This is an optimization exercise on Yosys and OpenROAD, whose aim is small area and a short achievable clock period, not a production implementation. Only simulation tests tie the RTL to the original design; equivalence was not proved. Power is estimated from default activity; no workload was simulated.

$ cat flow/design.v
`default_nettype none
module conv_1_control #(
    parameter
        AXI_HP_BIT   = 64,
        ADDR_WIDTH   = 14,
        DATA_WIDTH   = 16,
        ROW_WIDTH    = 10,
        COLUMN_WIDTH = 9,
        MAC_WIDTH    = DATA_WIDTH + DATA_WIDTH,
        OUT_WIDTH    = MAC_WIDTH + 4
)(
    input  wire                    clk,
    input  wire                    reset,
    input  wire                    sudo_reset,
    input  wire                    conv1_en,
    output wire                    conv1_done,
    input  wire [9:0]              in_row,
    input  wire [9:0]              in_column,
    input  wire [11:0]             input_channel,
    input  wire [11:0]             output_channel,
    output reg                     in_rd_en,
    output wire [ADDR_WIDTH:0]     in_rd_addr,
    input  wire [AXI_HP_BIT-1:0]   in_rd_data,
    output reg                     we_rd_en,
    output wire [ADDR_WIDTH-1:0]   we_rd_addr,
    input  wire [AXI_HP_BIT-1:0]   we_rd_data,
    output reg                     out_wr_en,
    output wire [ADDR_WIDTH-1:0]   out_wr_addr,
    output wire [AXI_HP_BIT-1:0]   out_wr_data
);
    reg s_idle, s_lw, s_ld, s_la, s_store, s_del, s_next, s_done;
    assign conv1_done = s_done;
    wire s_conv;
    assign s_conv = we_rd_en & ~s_ld;
    reg [11:0] ic_q, oc_q;
    reg [11:0] cc;           
    reg [5:0]  nc;           
    reg [10:0] x;            
    reg [10:0] rn;           
    reg [13:0] wa;           
    reg [12:0] oa;           
    reg [17:0] u;            
    reg        u_ovf;
    reg [10:0] nn;           
    reg        n_big;        
    reg        f1;           
    reg        fin;          
    reg        g0;           
    reg [15:0] in_q0, in_q1, in_q2, in_q3;
    reg [15:0] wl_q;
    reg [15:0] acc0, acc1, acc2, acc3;
    assign in_rd_addr  = {4'b0000, x};
    assign we_rd_addr  = wa;
    assign out_wr_addr = {1'b0, oa};
    assign out_wr_data = {acc3, acc2, acc1, acc0};
    wire [12:0] cc_inc;      
    conv1_inc #(.W(12)) u_cc_inc (.a(cc), .ci(s_conv), .y(cc_inc));
    wire last  = (cc_inc == {1'b0, ic_q});
    wire a3    = (cc[1:0] == 2'd3);
    wire cc0   = (cc == 12'd0);
    wire [6:0] nc_inc;
    conv1_inc #(.W(6)) u_nc_inc (.a(nc), .ci(s_store), .y(nc_inc));
    wire ncmatch = (nc_inc == nn[6:0]) && (nn[10:7] == 4'd0) && !n_big;
    wire g0conv = s_conv & g0;
    wire store1 = s_store & g0;
    wire usub   = store1 | s_next;
    wire [17:0] ub;
    assign ub[1:0]   = ({2{g0conv}} & oc_q[1:0]) | ({2{store1}} & ~ic_q[1:0]) | {2{s_next}};
    assign ub[11:2]  = ({10{g0conv}} & oc_q[11:2]) | ({10{usub}} & ~ic_q[11:2]);
    assign ub[17:12] = {6{usub}};
    wire [18:0] usum;
    conv1_add #(.W(18)) u_uadd (.a(u), .b(ub), .ci(usub), .y(usum));
    wire umatch = !u_ovf && (u[16:2] == 15'd0);
    wire ic_zero = (ic_q == 12'd0);
    wire wa_inc  = s_conv & a3;
    wire [13:0] wb = {{4{s_del}}, {10{s_del}} & ~ic_q[11:2]};
    wire [13:0] wsum;
    wire        wc13;
    conv1_add #(.W(13)) u_wadd (.a(wa[12:0]), .b(wb[12:0]), .ci(s_del | wa_inc), .y({wc13, wsum[12:0]}));
    assign wsum[13] = wa[13] ^ wb[13] ^ (wc13 & ~ic_zero);
    wire [13:0] oa_inc;
    conv1_inc #(.W(13)) u_oa_inc (.a(oa), .ci(s_lw & out_wr_en), .y(oa_inc));
    wire [11:0] xsum;
    wire        xc1;
    conv1_ha u_xh0 (.a(x[0]), .b(nn[0]), .s(xsum[0]), .co(xc1));
    conv1_add #(.W(10)) u_xadd (.a(x[10:1]), .b(nn[10:1]), .ci(xc1), .y(xsum[11:1]));
    wire n_is1  = !n_big && (nn == 11'd1);
    wire bit10  = xsum[10] & ~n_is1;
    wire [10:0] ra_n = s_conv ? {10'h3ff, ~bit10} : rn;
    wire ba = s_conv ? xsum[9] : s_store ? x[7] : (s_del | s_next) ? x[5] : s_lw ? x[3] : x[1];
    wire bb = s_conv ? xsum[8] : s_store ? x[6] : (s_del | s_next) ? x[4] : s_lw ? x[2] : x[0];
    wire [10:0] rb_n, rc_n;
    conv1_divstep u_dsa (.rn(ra_n), .b(ba), .n(nn), .big(n_big), .rn_o(rb_n));
    conv1_divstep u_dsb (.rn(rb_n), .b(bb), .n(nn), .big(n_big), .rn_o(rc_n));
    wire [10:0] xnew = 11'd0 - rc_n;
    wire [7:0] b_one, b_two, b_neg;
    genvar gi;
    generate
        for (gi = 0; gi < 8; gi = gi + 1) begin : g_booth
            wire bm1 = (gi == 0) ? 1'b0 : wl_q[2*gi-1];
            wire b0  = wl_q[2*gi];
            wire b1  = wl_q[2*gi+1];
            assign b_one[gi] = b0 ^ bm1;
            assign b_two[gi] = (b1 & ~b0 & ~bm1) | (~b1 & b0 & bm1);
            assign b_neg[gi] = b1;
        end
    endgenerate
    wire clr = f1 | (s_conv & cc0);
    wire [15:0] y0, y1, y2, y3;
    conv1_lane u_l0 (.a(in_q0), .one(b_one), .two(b_two), .neg(b_neg), .c(acc0 & {16{~clr}}), .y(y0));
    conv1_lane u_l1 (.a(in_q1), .one(b_one), .two(b_two), .neg(b_neg), .c(acc1 & {16{~clr}}), .y(y1));
    conv1_lane u_l2 (.a(in_q2), .one(b_one), .two(b_two), .neg(b_neg), .c(acc2 & {16{~clr}}), .y(y2));
    conv1_lane u_l3 (.a(in_q3), .one(b_one), .two(b_two), .neg(b_neg), .c(acc3 & {16{~clr}}), .y(y3));
    wire rc_big = (in_q0[6] & wl_q[9]) | (in_q0[7] & (wl_q[8] | wl_q[9])) |
                  (in_q0[8] & (wl_q[7] | wl_q[8] | wl_q[9])) |
                  (in_q0[9] & (wl_q[6] | wl_q[7] | wl_q[8] | wl_q[9])) |
                  (y0[15:13] != 3'd0);
    wire sl0 = s_conv & (cc[1:0] == 2'd0);
    wire sl1 = s_conv & (cc[1:0] == 2'd1);
    wire sl2 = s_conv & (cc[1:0] == 2'd2);
    wire sl3 = s_conv & a3;
    wire [15:0] wsel = ({16{sl0}} & we_rd_data[15:0])  | ({16{sl1}} & we_rd_data[31:16]) |
                       ({16{sl2}} & we_rd_data[47:32]) | ({16{sl3}} & we_rd_data[63:48]) |
                       ({16{s_la}} & {16{we_rd_data[63]}}) |
                       ({16{s_idle}} & {6'd0, in_column});
    always @(posedge clk or negedge reset) begin
        if (!reset) begin
            s_idle <= 1'b1; s_lw <= 1'b0; s_ld <= 1'b0; in_rd_en <= 1'b0; s_la <= 1'b0;
            s_store <= 1'b0; s_del <= 1'b0; s_next <= 1'b0; s_done <= 1'b0;
            we_rd_en <= 1'b0; out_wr_en <= 1'b0;
        end else if (sudo_reset) begin
            s_idle <= 1'b1; s_lw <= 1'b0; s_ld <= 1'b0; in_rd_en <= 1'b0; s_la <= 1'b0;
            s_store <= 1'b0; s_del <= 1'b0; s_next <= 1'b0; s_done <= 1'b0;
            we_rd_en <= 1'b0; out_wr_en <= 1'b0;
        end else begin
            s_idle  <= (s_idle & ~conv1_en) | s_done;
            s_lw    <= (s_idle & conv1_en) | s_la | s_del | (s_next & ~umatch);
            s_ld    <= s_lw | (s_conv & ~last & ~a3);
            in_rd_en <= s_ld;
            s_la    <= s_conv & ~last & a3;
            s_store <= s_conv & last;
            s_del   <= s_store & ~ncmatch;
            s_next  <= s_store & ncmatch;
            s_done  <= s_next & umatch;
            we_rd_en  <= s_lw | s_ld;
            out_wr_en <= s_store | s_del | s_next;
        end
    end
    always @(posedge clk) begin
        ic_q  <= input_channel;
        oc_q  <= output_channel;
        f1    <= s_idle;
        fin   <= s_lw & out_wr_en;
        g0    <= s_idle | (g0 & ~s_store);
        cc    <= (s_idle | s_store) ? 12'd0 : cc_inc[11:0];
        nc    <= (s_idle | s_next)  ? 6'd0  : nc_inc[5:0];
        oa    <= s_idle ? 13'd0 : oa_inc[12:0];
        wa    <= s_idle ? 14'd0 : wsum;
        u     <= s_idle ? 18'd0 : usum[17:0];
        u_ovf <= s_idle ? 1'b0  : (u_ovf | (g0conv & usum[18]) | (store1 & usum[17]));
        if (s_idle)             x <= 11'd0;
        else if (s_conv)        x <= xsum[10:0];
        else if (s_ld & fin)    x <= xnew[10:0];
        rn <= rc_n;
        if (f1) begin
            nn    <= y0[12:2];
            n_big <= rc_big;
        end
        in_q0 <= s_idle ? {6'd0, in_row} : in_rd_data[15:0];
        in_q1 <= in_rd_data[31:16];
        in_q2 <= in_rd_data[47:32];
        in_q3 <= in_rd_data[63:48];
        wl_q  <= wsel;
        acc0  <= y0;
        acc1  <= y1;
        acc2  <= y2;
        acc3  <= y3;
    end
endmodule
module conv1_divstep (
    input  wire [10:0] rn,
    input  wire        b,
    input  wire [10:0] n,
    input  wire        big,
    output wire [10:0] rn_o
);
    wire [11:0] tn = {rn, ~b};
    wire [11:0] s;
    wire        c1;
    conv1_ha u_h0 (.a(tn[0]), .b(n[0]), .s(s[0]), .co(c1));
    conv1_add #(.W(10)) u_add (.a(tn[10:1]), .b(n[10:1]), .ci(c1), .y(s[11:1]));
    wire keep = (tn[11] & s[11]) | big;
    assign rn_o = keep ? tn[10:0] : s[10:0];
endmodule
module conv1_add #(parameter W = 8) (
    input  wire [W-1:0] a,
    input  wire [W-1:0] b,
    input  wire         ci,
    output wire [W:0]   y
);
    wire [W:0] c;
    assign c[0] = ci;
    genvar i;
    generate
        for (i = 0; i < W; i = i + 1) begin : g
            conv1_fa u (.a(a[i]), .b(b[i]), .c(c[i]), .s(y[i]), .co(c[i+1]));
        end
    endgenerate
    assign y[W] = c[W];
endmodule
module conv1_inc #(parameter W = 8) (
    input  wire [W-1:0] a,
    input  wire         ci,
    output wire [W:0]   y
);
    wire [W:0] c;
    assign c[0] = ci;
    genvar i;
    generate
        for (i = 0; i < W; i = i + 1) begin : g
            conv1_ha u (.a(a[i]), .b(c[i]), .s(y[i]), .co(c[i+1]));
        end
    endgenerate
    assign y[W] = c[W];
endmodule
module conv1_fa (
    input  wire a,
    input  wire b,
    input  wire c,
    output wire s,
    output wire co
);
    assign s  = a ^ b ^ c;
    assign co = (a & b) | (a & c) | (b & c);
endmodule
module conv1_ha (
    input  wire a,
    input  wire b,
    output wire s,
    output wire co
);
    assign s  = a ^ b;
    assign co = a & b;
endmodule
module conv1_lane (
    input  wire [15:0] a,
    input  wire [7:0]  one,
    input  wire [7:0]  two,
    input  wire [7:0]  neg,
    input  wire [15:0] c,
    output wire [15:0] y
);
    wire w1, w2, w3, w4, w5, w6, w7, w8, w9, w10, w11, w12, w13, w14, w15, w16;
    wire w17, w18, w19, w20, w21, w22, w23, w24, w25, w26, w27, w28, w29, w30, w31, w32;
    wire w33, w34, w35, w36, w37, w38, w39, w40, w41, w42, w43, w44, w45, w46, w47, w48;
    wire w49, w50, w51, w52, w53, w54, w55, w56, w57, w58, w59, w60, w61, w62, w63, w64;
    wire w65, w66, w67, w68, w69, w70, w71, w72, w73, w74, w75, w76, w77, w78, w79, w80;
    wire w81, w82, w83, w84, w85, w86, w87, w88, w89, w90, w91, w92, w93, w94, w95, w96;
    wire w97, w98, w99, w100, w101, w102, w103, w104, w105, w106, w107, w108, w109, w110, w111, w112;
    wire w113, w114, w115, w116, w117, w118, w119, w120, w121, w122, w123, w124, w125, w126, w127, w128;
    wire w129, w130, w131, w132, w133, w134, w135, w136, w137, w138, w139, w140, w141, w142, w143, w144;
    wire w145, w146, w147, w148, w149, w150, w151, w152, w153, w154, w155, w156, w157, w158, w159, w160;
    wire w161, w162, w163, w164, w165, w166, w167, w168, w169, w170, w171, w172, w173, w174, w175, w176;
    wire w177, w178, w179, w180, w181, w182, w183, w184, w185, w186, w187, w188, w189, w190, w191, w192;
    wire w193, w194, w195, w196, w197, w198, w199, w200, w201, w202, w203, w204, w205, w206, w207, w208;
    wire w209;
    assign w1 = (one[0] & a[0]) ^ neg[0];
    assign w2 = ((one[0] & a[1]) | (two[0] & a[0])) ^ neg[0];
    assign w3 = ((one[0] & a[2]) | (two[0] & a[1])) ^ neg[0];
    assign w4 = ((one[0] & a[3]) | (two[0] & a[2])) ^ neg[0];
    assign w5 = ((one[0] & a[4]) | (two[0] & a[3])) ^ neg[0];
    assign w6 = ((one[0] & a[5]) | (two[0] & a[4])) ^ neg[0];
    assign w7 = ((one[0] & a[6]) | (two[0] & a[5])) ^ neg[0];
    assign w8 = ((one[0] & a[7]) | (two[0] & a[6])) ^ neg[0];
    assign w9 = ((one[0] & a[8]) | (two[0] & a[7])) ^ neg[0];
    assign w10 = ((one[0] & a[9]) | (two[0] & a[8])) ^ neg[0];
    assign w11 = ((one[0] & a[10]) | (two[0] & a[9])) ^ neg[0];
    assign w12 = ((one[0] & a[11]) | (two[0] & a[10])) ^ neg[0];
    assign w13 = ((one[0] & a[12]) | (two[0] & a[11])) ^ neg[0];
    assign w14 = ((one[0] & a[13]) | (two[0] & a[12])) ^ neg[0];
    assign w15 = ((one[0] & a[14]) | (two[0] & a[13])) ^ neg[0];
    assign w16 = ((one[0] & a[15]) | (two[0] & a[14])) ^ neg[0];
    assign w17 = (one[1] & a[0]) ^ neg[1];
    assign w18 = ((one[1] & a[1]) | (two[1] & a[0])) ^ neg[1];
    assign w19 = ((one[1] & a[2]) | (two[1] & a[1])) ^ neg[1];
    assign w20 = ((one[1] & a[3]) | (two[1] & a[2])) ^ neg[1];
    assign w21 = ((one[1] & a[4]) | (two[1] & a[3])) ^ neg[1];
    assign w22 = ((one[1] & a[5]) | (two[1] & a[4])) ^ neg[1];
    assign w23 = ((one[1] & a[6]) | (two[1] & a[5])) ^ neg[1];
    assign w24 = ((one[1] & a[7]) | (two[1] & a[6])) ^ neg[1];
    assign w25 = ((one[1] & a[8]) | (two[1] & a[7])) ^ neg[1];
    assign w26 = ((one[1] & a[9]) | (two[1] & a[8])) ^ neg[1];
    assign w27 = ((one[1] & a[10]) | (two[1] & a[9])) ^ neg[1];
    assign w28 = ((one[1] & a[11]) | (two[1] & a[10])) ^ neg[1];
    assign w29 = ((one[1] & a[12]) | (two[1] & a[11])) ^ neg[1];
    assign w30 = ((one[1] & a[13]) | (two[1] & a[12])) ^ neg[1];
    assign w31 = (one[2] & a[0]) ^ neg[2];
    assign w32 = ((one[2] & a[1]) | (two[2] & a[0])) ^ neg[2];
    assign w33 = ((one[2] & a[2]) | (two[2] & a[1])) ^ neg[2];
    assign w34 = ((one[2] & a[3]) | (two[2] & a[2])) ^ neg[2];
    assign w35 = ((one[2] & a[4]) | (two[2] & a[3])) ^ neg[2];
    assign w36 = ((one[2] & a[5]) | (two[2] & a[4])) ^ neg[2];
    assign w37 = ((one[2] & a[6]) | (two[2] & a[5])) ^ neg[2];
    assign w38 = ((one[2] & a[7]) | (two[2] & a[6])) ^ neg[2];
    assign w39 = ((one[2] & a[8]) | (two[2] & a[7])) ^ neg[2];
    assign w40 = ((one[2] & a[9]) | (two[2] & a[8])) ^ neg[2];
    assign w41 = ((one[2] & a[10]) | (two[2] & a[9])) ^ neg[2];
    assign w42 = ((one[2] & a[11]) | (two[2] & a[10])) ^ neg[2];
    assign w43 = (one[3] & a[0]) ^ neg[3];
    assign w44 = ((one[3] & a[1]) | (two[3] & a[0])) ^ neg[3];
    assign w45 = ((one[3] & a[2]) | (two[3] & a[1])) ^ neg[3];
    assign w46 = ((one[3] & a[3]) | (two[3] & a[2])) ^ neg[3];
    assign w47 = ((one[3] & a[4]) | (two[3] & a[3])) ^ neg[3];
    assign w48 = ((one[3] & a[5]) | (two[3] & a[4])) ^ neg[3];
    assign w49 = ((one[3] & a[6]) | (two[3] & a[5])) ^ neg[3];
    assign w50 = ((one[3] & a[7]) | (two[3] & a[6])) ^ neg[3];
    assign w51 = ((one[3] & a[8]) | (two[3] & a[7])) ^ neg[3];
    assign w52 = ((one[3] & a[9]) | (two[3] & a[8])) ^ neg[3];
    assign w53 = (one[4] & a[0]) ^ neg[4];
    assign w54 = ((one[4] & a[1]) | (two[4] & a[0])) ^ neg[4];
    assign w55 = ((one[4] & a[2]) | (two[4] & a[1])) ^ neg[4];
    assign w56 = ((one[4] & a[3]) | (two[4] & a[2])) ^ neg[4];
    assign w57 = ((one[4] & a[4]) | (two[4] & a[3])) ^ neg[4];
    assign w58 = ((one[4] & a[5]) | (two[4] & a[4])) ^ neg[4];
    assign w59 = ((one[4] & a[6]) | (two[4] & a[5])) ^ neg[4];
    assign w60 = ((one[4] & a[7]) | (two[4] & a[6])) ^ neg[4];
    assign w61 = (one[5] & a[0]) ^ neg[5];
    assign w62 = ((one[5] & a[1]) | (two[5] & a[0])) ^ neg[5];
    assign w63 = ((one[5] & a[2]) | (two[5] & a[1])) ^ neg[5];
    assign w64 = ((one[5] & a[3]) | (two[5] & a[2])) ^ neg[5];
    assign w65 = ((one[5] & a[4]) | (two[5] & a[3])) ^ neg[5];
    assign w66 = ((one[5] & a[5]) | (two[5] & a[4])) ^ neg[5];
    assign w67 = (one[6] & a[0]) ^ neg[6];
    assign w68 = ((one[6] & a[1]) | (two[6] & a[0])) ^ neg[6];
    assign w69 = ((one[6] & a[2]) | (two[6] & a[1])) ^ neg[6];
    assign w70 = ((one[6] & a[3]) | (two[6] & a[2])) ^ neg[6];
    assign w71 = (one[7] & a[0]) ^ neg[7];
    assign w72 = ((one[7] & a[1]) | (two[7] & a[0])) ^ neg[7];
    conv1_fa u74 (.a(w1), .b(neg[0]), .c(c[0]), .s(w73), .co(w74));
    conv1_fa u76 (.a(w3), .b(w17), .c(neg[1]), .s(w75), .co(w76));
    conv1_fa u78 (.a(w4), .b(w18), .c(c[3]), .s(w77), .co(w78));
    conv1_fa u80 (.a(w5), .b(w19), .c(w31), .s(w79), .co(w80));
    conv1_fa u82 (.a(w6), .b(w20), .c(w32), .s(w81), .co(w82));
    conv1_fa u84 (.a(w7), .b(w21), .c(w33), .s(w83), .co(w84));
    conv1_fa u86 (.a(w43), .b(neg[3]), .c(c[6]), .s(w85), .co(w86));
    conv1_fa u88 (.a(w8), .b(w22), .c(w34), .s(w87), .co(w88));
    conv1_fa u90 (.a(w9), .b(w23), .c(w35), .s(w89), .co(w90));
    conv1_fa u92 (.a(w45), .b(w53), .c(neg[4]), .s(w91), .co(w92));
    conv1_fa u94 (.a(w10), .b(w24), .c(w36), .s(w93), .co(w94));
    conv1_fa u96 (.a(w46), .b(w54), .c(c[9]), .s(w95), .co(w96));
    conv1_fa u98 (.a(w11), .b(w25), .c(w37), .s(w97), .co(w98));
    conv1_fa u100 (.a(w47), .b(w55), .c(w61), .s(w99), .co(w100));
    conv1_fa u102 (.a(w12), .b(w26), .c(w38), .s(w101), .co(w102));
    conv1_fa u104 (.a(w48), .b(w56), .c(w62), .s(w103), .co(w104));
    conv1_fa u106 (.a(w13), .b(w27), .c(w39), .s(w105), .co(w106));
    conv1_fa u108 (.a(w49), .b(w57), .c(w63), .s(w107), .co(w108));
    conv1_fa u110 (.a(w67), .b(neg[6]), .c(c[12]), .s(w109), .co(w110));
    conv1_fa u112 (.a(w14), .b(w28), .c(w40), .s(w111), .co(w112));
    conv1_fa u114 (.a(w50), .b(w58), .c(w64), .s(w113), .co(w114));
    conv1_fa u116 (.a(w15), .b(w29), .c(w41), .s(w115), .co(w116));
    conv1_fa u118 (.a(w51), .b(w59), .c(w65), .s(w117), .co(w118));
    conv1_fa u120 (.a(w69), .b(w71), .c(neg[7]), .s(w119), .co(w120));
    assign w121 = w16 ^ w30 ^ w42;
    assign w122 = w52 ^ w60 ^ w66;
    assign w123 = w70 ^ w72 ^ c[15];
    conv1_fa u125 (.a(w74), .b(w2), .c(c[1]), .s(w124), .co(w125));
    conv1_fa u127 (.a(w78), .b(w79), .c(neg[2]), .s(w126), .co(w127));
    conv1_fa u129 (.a(w80), .b(w81), .c(c[5]), .s(w128), .co(w129));
    conv1_fa u131 (.a(w82), .b(w83), .c(w85), .s(w130), .co(w131));
    conv1_fa u133 (.a(w84), .b(w86), .c(w87), .s(w132), .co(w133));
    conv1_fa u135 (.a(w88), .b(w89), .c(w91), .s(w134), .co(w135));
    conv1_fa u137 (.a(w90), .b(w92), .c(w93), .s(w136), .co(w137));
    conv1_fa u139 (.a(w94), .b(w96), .c(w97), .s(w138), .co(w139));
    conv1_fa u141 (.a(w99), .b(neg[5]), .c(c[10]), .s(w140), .co(w141));
    conv1_fa u143 (.a(w98), .b(w100), .c(w101), .s(w142), .co(w143));
    conv1_fa u145 (.a(w102), .b(w104), .c(w105), .s(w144), .co(w145));
    conv1_fa u147 (.a(w106), .b(w108), .c(w110), .s(w146), .co(w147));
    conv1_fa u149 (.a(w111), .b(w113), .c(w68), .s(w148), .co(w149));
    conv1_fa u151 (.a(w112), .b(w114), .c(w115), .s(w150), .co(w151));
    conv1_fa u153 (.a(w117), .b(w119), .c(c[14]), .s(w152), .co(w153));
    assign w154 = w116 ^ w118 ^ w120;
    assign w155 = w121 ^ w122 ^ w123;
    conv1_fa u157 (.a(w125), .b(w75), .c(c[2]), .s(w156), .co(w157));
    conv1_fa u159 (.a(w131), .b(w132), .c(w44), .s(w158), .co(w159));
    conv1_fa u161 (.a(w133), .b(w134), .c(c[8]), .s(w160), .co(w161));
    conv1_fa u163 (.a(w135), .b(w136), .c(w95), .s(w162), .co(w163));
    conv1_fa u165 (.a(w137), .b(w138), .c(w140), .s(w164), .co(w165));
    conv1_fa u167 (.a(w139), .b(w141), .c(w142), .s(w166), .co(w167));
    conv1_fa u169 (.a(w143), .b(w144), .c(w107), .s(w168), .co(w169));
    conv1_fa u171 (.a(w145), .b(w146), .c(w148), .s(w170), .co(w171));
    conv1_fa u173 (.a(w147), .b(w149), .c(w150), .s(w172), .co(w173));
    assign w174 = w151 ^ w153 ^ w154;
    conv1_fa u176 (.a(w157), .b(w76), .c(w77), .s(w175), .co(w176));
    conv1_fa u178 (.a(w165), .b(w166), .c(w103), .s(w177), .co(w178));
    conv1_fa u180 (.a(w167), .b(w168), .c(w109), .s(w179), .co(w180));
    conv1_fa u182 (.a(w169), .b(w170), .c(c[13]), .s(w181), .co(w182));
    conv1_fa u184 (.a(w171), .b(w172), .c(w152), .s(w183), .co(w184));
    assign w185 = w173 ^ w174 ^ w155;
    conv1_fa u187 (.a(w176), .b(w126), .c(c[4]), .s(w186), .co(w187));
    conv1_fa u189 (.a(w187), .b(w127), .c(w128), .s(w188), .co(w189));
    conv1_fa u191 (.a(w189), .b(w129), .c(w130), .s(w190), .co(w191));
    conv1_fa u193 (.a(w191), .b(w158), .c(c[7]), .s(w192), .co(w193));
    conv1_fa u195 (.a(w193), .b(w159), .c(w160), .s(w194), .co(w195));
    conv1_fa u197 (.a(w195), .b(w161), .c(w162), .s(w196), .co(w197));
    conv1_fa u199 (.a(w197), .b(w163), .c(w164), .s(w198), .co(w199));
    conv1_fa u201 (.a(w199), .b(w177), .c(c[11]), .s(w200), .co(w201));
    conv1_fa u203 (.a(w201), .b(w178), .c(w179), .s(w202), .co(w203));
    conv1_fa u205 (.a(w203), .b(w180), .c(w181), .s(w204), .co(w205));
    conv1_fa u207 (.a(w205), .b(w182), .c(w183), .s(w206), .co(w207));
    assign w208 = w207 ^ w184 ^ w185;
    assign w209 = w208;
    assign y = {w209, w206, w204, w202, w200, w198, w196, w194, w192, w190, w188, w186, w175, w156, w124, w73};
endmodule
$ cat flow/flow/run.sh
#!/bin/bash
# Layout flow: the standard flow (standard.sh, which also runs the
# standard synthesis) with two changes to how the layout is made:
#  - the port buffers are the smallest buffer cell (buf_1);
#  - the clock tree uses clkbuf_8/clkbuf_16, larger sink clusters and no
#    dummy loads.
# standard.sh's output goes to standard.log; ORFS keeps each step's log
# under orfs/logs/.
set -euo pipefail
cat >> config.mk <<'EOC'
export BUFFER_PORTS_ARGS = -buffer_cell sky130_fd_sc_hd__buf_1
export CTS_ARGS = -sink_clustering_enable -repair_clock_nets -dont_use_dummy_load -buf_list {sky130_fd_sc_hd__clkbuf_8 sky130_fd_sc_hd__clkbuf_16} -sink_clustering_size 24 -sink_clustering_max_diameter 80
EOC
bash standard.sh > standard.log 2>&1
$ cat flow/standard.sh
#!/bin/bash
# synth_recipe.tcl (not shown) runs the flow's synth.tcl, then flattens the netlist and writes it again
# the make line also repeats each setting of config.mk as NAME=value (left out here)
make -C /OpenROAD-flow-scripts/flow DESIGN_CONFIG=/design/flow/config.mk WORK_HOME=/design/flow/orfs CLKGATE_MAP_FILE= SYNTH_SCRIPT=/design/flow/synth_recipe.tcl "${@:-finish}"
$ cat flow/config.mk
export PLATFORM = sky130hd
export DESIGN_NAME = conv_1_control
export DESIGN_NICKNAME = conv_1_control
export VERILOG_FILES = /design/flow/design.v
export SDC_FILE = /design/flow/constraint.sdc
export NUM_CORES = 8
export LEC_CHECK = 0
export CAP_MARGIN = 10
export CORE_MARGIN = 2
export CORE_UTILIZATION = 65
export SLEW_MARGIN = 10
export SYNTH_HIERARCHICAL = 1
export BUFFER_PORTS_ARGS = -buffer_cell sky130_fd_sc_hd__buf_1
export CTS_ARGS = -sink_clustering_enable -repair_clock_nets -dont_use_dummy_load -buf_list {sky130_fd_sc_hd__clkbuf_8 sky130_fd_sc_hd__clkbuf_16} -sink_clustering_size 24 -sink_clustering_max_diameter 80
$ cat flow/constraint.sdc
create_clock -name core_clock -period 140.0 [get_ports {clk}]
set_input_delay 28.0000 -clock core_clock [delete_from_list [all_inputs] [get_ports {clk}]]
set_output_delay 28.0000 -clock core_clock [all_outputs]
set_load 0.01 [all_outputs]
==> results.cfg <==
[global_routing]
grtUsageTotal_pct = 32.5
antenna_found_initial = 0
grt_pass1_vias = 16573
grt_max_degree = 69
grt_overflow = 0
grt_pass1_wl_um = 91000

[cts]
cts_setup_buffers = 0
numCtsBuffers = 18
hold_buffers = 0
clock_sinks = 280
tritoncts = yes
post_cts_resized = 0
clockBufferDepth = 3
cts_root_buffer = clkbuf_16
clk_pin_slew_ns = 0.09
clk_latency_ns = 0.54
h-tree-depth = 1

[setup_path]
worstPathCellList = buf_1
start_kind = flip-flop
end_kind = output pin
reg2reg_slack_ns = 123.71
slowest_stage = dfxtp_1
critPathRequiredTime_ns = 112.00
path_max_fanout = 4
critPathKind = flip-flop to output pin
cp.arrival_ns = 1.15
path_delay_family = flip-flops
path_buf_inv = 1
crit_path_max_incr_delay_ns = 0.45

[route]
avgRoutedWirePerCell_um = 22.4
vias_per_cell = 6.15
ant_nets = 0
vias = 15563
drt_wl_total_um = 56600
drc_errors = 0
drt_iter0_markers = 1330
dr.pass1.iters = 6

[power]
p_per_area_nw_per_um2 = 25.1
vdd_drop_max_uv = 25.0
p_leak_nw = 8.76
power.total_uw = 589

[floorplan]
start_util_pct = 66.2
core.rowCount = 67
pin_count = 287
fp.dieW_um = 189
core_um2 = 33700
fp.dieH_um = 189
die_area_um2 = 35800

[cells_and_area]
fillers = 2675
area_delta_synth_final_pct = 5.13
layout-drive-gt1-share_pct = 8.49
final_nets = 2615
stdcell_area_um2 = 23400
diodes = 0

[sta]
fmaxAchievable_mhz = 34.3
whs_ns = 0.490
slew_headroom_pct = 38.2
post-route-min-period_ns = 29.15
setup_viol = 0
slew_violations = 0
worst_pin_slew_ns = 0.926
fin_setup_tns_ns = 0
finalCritPeriodShare_pct = 20.8
grt_setup_unrepaired = no
finalHoldViolCount = 0
skew_ns = 0.0506

[min_path]
hp-class = flip-flop to flip-flop

[yosys]
yosys_warnings = 7
netlist_instances = 1973
synthesis.area_um2 = 22300
synth_area_per_cell_um2 = 11.3

[outcome]
status = complete, no violations

[placement]
routabilityCongestion = 0.891
dp_hpwl_um = 40700
placed_cell_area_um2 = 23000
io_buffers = 281

[job]
maxCapViolations = 0
sequential cells by signal (all words and copies together), names as in the netlist, 6 cells and up:
register  cells
in_q2        16
nn           11
wa           14
u            18
acc1         16
rn           11
in_q3        16
in_q0        16
oc_q         12
cc           12
nc            6
wl_q         16
oa           13
acc3         16
x            11
in_q1        16
acc0         16
acc2         16
ic_q         12
report_power, final:
group          switching, mW  internal (mW)  total (mW)  leakage [nW]
clock                 0.0271         0.0229      0.0500         0.222
sequential            0.0163          0.111       0.128          2.40
combinational          0.209          0.202       0.411          6.13
layout by cell type, fill, tap and decap left out, drive strengths merged, types with 16 or more instances in the layout:
| cell type | count |
|---|---|
| xor2 | 28 |
| a22oi | 274 |
| nor2b | 64 |
| a21oi | 18 |
| nand3 | 16 |
| fa | 317 |
| nand2b | 18 |
| mux2 | 32 |
| ha | 36 |
| nand2 | 74 |
| o21ai | 27 |
| buf | 314 |
| xnor2 | 346 |
| and2 | 86 |
| clkbuf | 18 |
| dfxtp | 257 |
| nor2 | 22 |
metrics by stage:
stage                     util, %  setup slack, ns  cells
final                        69.6           110.85   2532
after global routing         69.6           110.81   2532
after CTS                    69.6           110.84   2532
after detailed placement     68.2           110.92   2514
after global placement       68.2           111.01   2514
after floorplan                 -           111.13   1977
path summary, 6_finish.rpt:
path / start / endpoint / cells past startpoint
min reg2reg: u_ovf / u_ovf / 2
max in group asynchronous: reset / s_next / 1
min in group asynchronous: reset / s_done / 1
max: x[1] / in_rd_addr[1] / 1
max reg2reg: nn[0] / x[9] / 41
min: u_ovf / u_ovf / 2
per-layer routing:
| layer | up-vias | GRT usage, % | share of wire [%] |
|---|---|---|---|
| met3 | 137 | 4.65 | 7.6 |
| met4 | 0 | 11.0 | 3.4 |
| met5 | - | 0 | 0 |
| li1 | 6797 | - | - |
| met1 | 7860 | 44.6 | 41 |
| met2 | 769 | 53.6 | 48 |
layout make-up:
cell class / instances / area, um2 / share of cell area [%]
Multi-Input combinational cell: 1462 / 15300 / 65.3
Sequential cell: 280 / 5800 / 24.7
Timing Repair Buffer: 314 / 1300 / 5.56
Tap cell: 448 / 561 / 2.39
Clock buffer: 18 / 450 / 1.92
Inverter: 10 / 37.5 / 0.160

[port drivers added, routing unchanged]
The results above use ideal ports. As a check the final layout listed here was re-extracted and re-timed, cells and wires unchanged.
Step 1: set_driving_cell puts a clkbuf_16 on clk and a buf_2 on each other input, an assumption about the parent block.
Step 2, shift: input delay + t, output delay - t, t = (earliest + latest rising clock arrival at the registers) / 2. This alone moves slack from input paths to output paths.
Three values: ideal, step 1, step 2; two values: the first two.
t (ns): 0.569
setup WS [ns]: 110.854 / 110.795 / 110.904
worst setup path at the end: input to register
worst register clock-pin slew, ns: 0.09 / 0.09
After both steps setup and hold are still met in this run. The setup slack of this run moves by -0.059 ns with the drivers and by +0.050 ns with both steps.
